Context: an optimization exercise on an open-source flow, tuned for small area and a short achievable clock period. The choices shown serve that exercise and are no tape-out recipe. Function was checked by simulation only, so behaviour that the tests miss may differ from the original. Power figures rest on the tool's default switching activity, not on a simulated workload.

## v6
Design pipeline, start of the top module:
module pipeline(
  clk,
  resetn,
  o_instr_req_addr,
  o_instr_req_en,
  i_instr_res_data,
  o_mem_req_addr,
  o_mem_req_wr_data,
  o_mem_req_wr_en,
  o_mem_req_count,
  i_mem_res_rd_data,
  i_mem_res_code
);
Settings: LEC_CHECK=0, CAP_MARGIN=20, CORE_MARGIN=2, CORE_UTILIZATION=40, SLEW_MARGIN=20; clock period 10.5 ns.
standard.sh (not shown) runs the stock make flow with config.mk's settings and CLKGATE_MAP_FILE= SYNTH_SCRIPT=/design/flow/synth_recipe.tcl, a recipe that flattens the netlist after the stock synthesis.
==> flow/flow/run.sh <==
#!/bin/bash
# Layout flow: the standard flow (standard.sh) with changes to how it
# optimises, not to what it builds or measures:
#  * ADDER_MAP_FILE is cleared, so synthesis skips the full/half adder
#    extraction and ABC maps the adders' logic together with the rest;
#  * port buffers are plain buffers (buf_2) rather than delay cells.
# Each make step writes its own log under orfs/logs/; the make output itself
# goes to standard.log here.
set -euo pipefail
export BUFFER_PORTS_ARGS="-buffer_cell sky130_fd_sc_hd__buf_2"
bash standard.sh ADDER_MAP_FILE= SETUP_SLACK_MARGIN=6 TNS_END_PERCENT=10 \
  "BUFFER_PORTS_ARGS=$BUFFER_PORTS_ARGS" finish > standard.log 2>&1
v6 | status: complete | timing, DRC, antenna: pass
Edits applied to the flow inputs when going from v6 to v7:
--- a/flow/flow/run.sh
+++ b/flow/flow/run.sh
@@ -6 +6,3 @@
-#  * port buffers are plain buffers (buf_2) rather than delay cells.
+#  * port buffers are plain buffers (buf_2) rather than delay cells;
+#  * synthesis is hierarchical, so the ALU module is mapped on its own
+#    (it holds no registers; the netlist is flattened after synthesis).
@@ -11 +13 @@
-bash standard.sh ADDER_MAP_FILE= SETUP_SLACK_MARGIN=6 TNS_END_PERCENT=10 \
+bash standard.sh ADDER_MAP_FILE= SETUP_SLACK_MARGIN=6 TNS_END_PERCENT=10 SYNTH_HIERARCHICAL=1 \
- A slowest cell on the critical path of nor3_2 is what v7 shows, while nor3_1 belongs to v6.
- v7 went all the way through the flow, and no timing, DRC or antenna check failed.
- Critical path endpoint: id_rfa[29]$_DFFE_PP_ -> v6, id_rfb[16]$_DFFE_PP_ -> v7
- Summary of v7 over v6: compound-gate portion of the synthesized area moved down; setup slack held; total design power saw a decrease; multi-input gate share of the layout cell area moved down; cell count now sits higher.

* * *

## v22
Another version of the RTL of pipeline (not shown whole).
Size in the first run: ~5200 cells after synthesis, about 1400 flip-flops, ~170 I/O pins, roughly 63000 sq um of cells after synthesis.
export LEC_CHECK = 0
export CAP_MARGIN = 20
export CORE_MARGIN = 2
export CORE_UTILIZATION = 55
export PLACE_DENSITY = 0.75
export SLEW_MARGIN = 20
create_clock -name core_clock -period 10.5 [get_ports {clk}]
==> flow/flow/run.sh <==
#!/bin/bash
# Layout flow: the standard flow (standard.sh) with changes to how it
# optimises, not to what it builds or measures:
#  * ADDER_MAP_FILE is cleared, so synthesis skips the full/half adder
#    extraction and ABC maps the adders' logic together with the rest;
#  * port buffers are plain buffers (buf_2) rather than delay cells;
set -euo pipefail
export BUFFER_PORTS_ARGS="-buffer_cell sky130_fd_sc_hd__buf_2"
bash standard.sh ADDER_MAP_FILE= SETUP_SLACK_MARGIN=6 TNS_END_PERCENT=10 \
  "BUFFER_PORTS_ARGS=$BUFFER_PORTS_ARGS" finish > standard.log 2>&1
Setup changes, v22 to v10
- clearing PLACE_DENSITY, which used to be 0.75
- swapping 55 for 40 in CORE_UTILIZATION
--- a/flow/flow/run.sh
+++ b/flow/flow/run.sh
@@ -6,5 +6,8 @@
 #  * port buffers are plain buffers (buf_2) rather than delay cells;
+#  * the clock tree is built of clkbuf_8 cells, which are smaller.
+# Each make step writes its own log under orfs/logs/; the make output itself
+# goes to standard.log here.
 set -euo pipefail
 export BUFFER_PORTS_ARGS="-buffer_cell sky130_fd_sc_hd__buf_2"
-bash standard.sh ADDER_MAP_FILE= SETUP_SLACK_MARGIN=6 TNS_END_PERCENT=10 \
+bash standard.sh ADDER_MAP_FILE= SETUP_SLACK_MARGIN=6 TNS_END_PERCENT=10 CTS_BUF_LIST=sky130_fd_sc_hd__clkbuf_8 \
   "BUFFER_PORTS_ARGS=$BUFFER_PORTS_ARGS" finish > standard.log 2>&1
Findings:
- Higher design area among v22 and v10: v10
- v10 against v22: length of routed wiring on met1 shows an increase of about 17%, area share of buffers outside the clock network ~0 delta, synthesized cell count held steady, die width increased by about 17% relative to the old numbers.
- Share of final layout cell area taken by clock buffers and inverters is higher on v22
- Compared v10 vs v22, and number of vias after detailed routing is down in v10.
- When v10 is measured against v22, its power turns out about 3% lower.
- When v10 is set beside v22, its growth of design area from synthesis to finish turns out to be 0.43 points larger.
Inputs modified between v10 and v49:
==> flow/flow/run.sh <==
#!/bin/bash
# Layout flow: the standard flow (standard.sh) with changes to how it
# optimises, not to what it builds or measures:
#  * ADDER_MAP_FILE is cleared, so synthesis skips the full/half adder
#    extraction and ABC maps the adders' logic together with the rest;
#  * port buffers are plain buffers (buf_2) rather than delay cells.
# Each make step writes its own log under orfs/logs/; the make output itself
# goes to standard.log here.
set -euo pipefail
export BUFFER_PORTS_ARGS="-buffer_cell sky130_fd_sc_hd__buf_2"
bash standard.sh ADDER_MAP_FILE= SETUP_SLACK_MARGIN=6 TNS_END_PERCENT=10 \
  "BUFFER_PORTS_ARGS=$BUFFER_PORTS_ARGS" finish > standard.log 2>&1
==> comparison <==
- Taking v10 as the reference, in v49 total power after layout picked up an extra about 4%; number of clock sinks ~0 delta.
- v49 ended up with a lower sequential share of layout area than v10 did.
- In terms of combinational power, v10 and v49 differ only marginally.
- met2 wire length across v10 and v49: no real change.

## separate check: timing with driven ports
How much do the figures lean on ideal ports? The routed layouts below were timed once more, with nothing changed but the port constraints. Step 1 (the two cells are an assumption about what drives the block):
set clk [get_ports {clk}]
set_driving_cell -lib_cell sky130_fd_sc_hd__clkbuf_16 $clk
set_driving_cell -lib_cell sky130_fd_sc_hd__buf_2 [delete_from_list [all_inputs] $clk]
Step 2 also shifts input and output timing later by t, the mid clock arrival at the registers, as if the neighbouring blocks saw the same clock. Three values: ideal ports, drivers, drivers and shift; two values: the first two.
run	t, ns	setup slack, ns	hold WS [ns]	worst setup path after step 2	worst register clock-pin slew, ns
v6	0.891	5.430 / 5.476 / 4.586	0.389 / 0.389 / 0.389	input to register	0.07 / 0.07
v7	0.897	5.433 / 5.509 / 4.612	0.389 / 0.389 / 0.389	input to register	0.07 / 0.07
v22	0.847	5.656 / 5.660 / 4.813	0.405 / 0.405 / 0.405	input to register	0.07 / 0.07
v10	1.055	5.600 / 5.627 / 4.572	0.390 / 0.390 / 0.390	input to register	0.08 / 0.08
v49	0.881	5.823 / 5.773 / 4.957	0.391 / 0.391 / 0.391	input to register	0.07 / 0.07
After both steps setup and hold are still met in every run listed. For v10, which loses most, drivers alone change the setup slack by +0.027 ns; drivers and shift together by -1.028 ns.
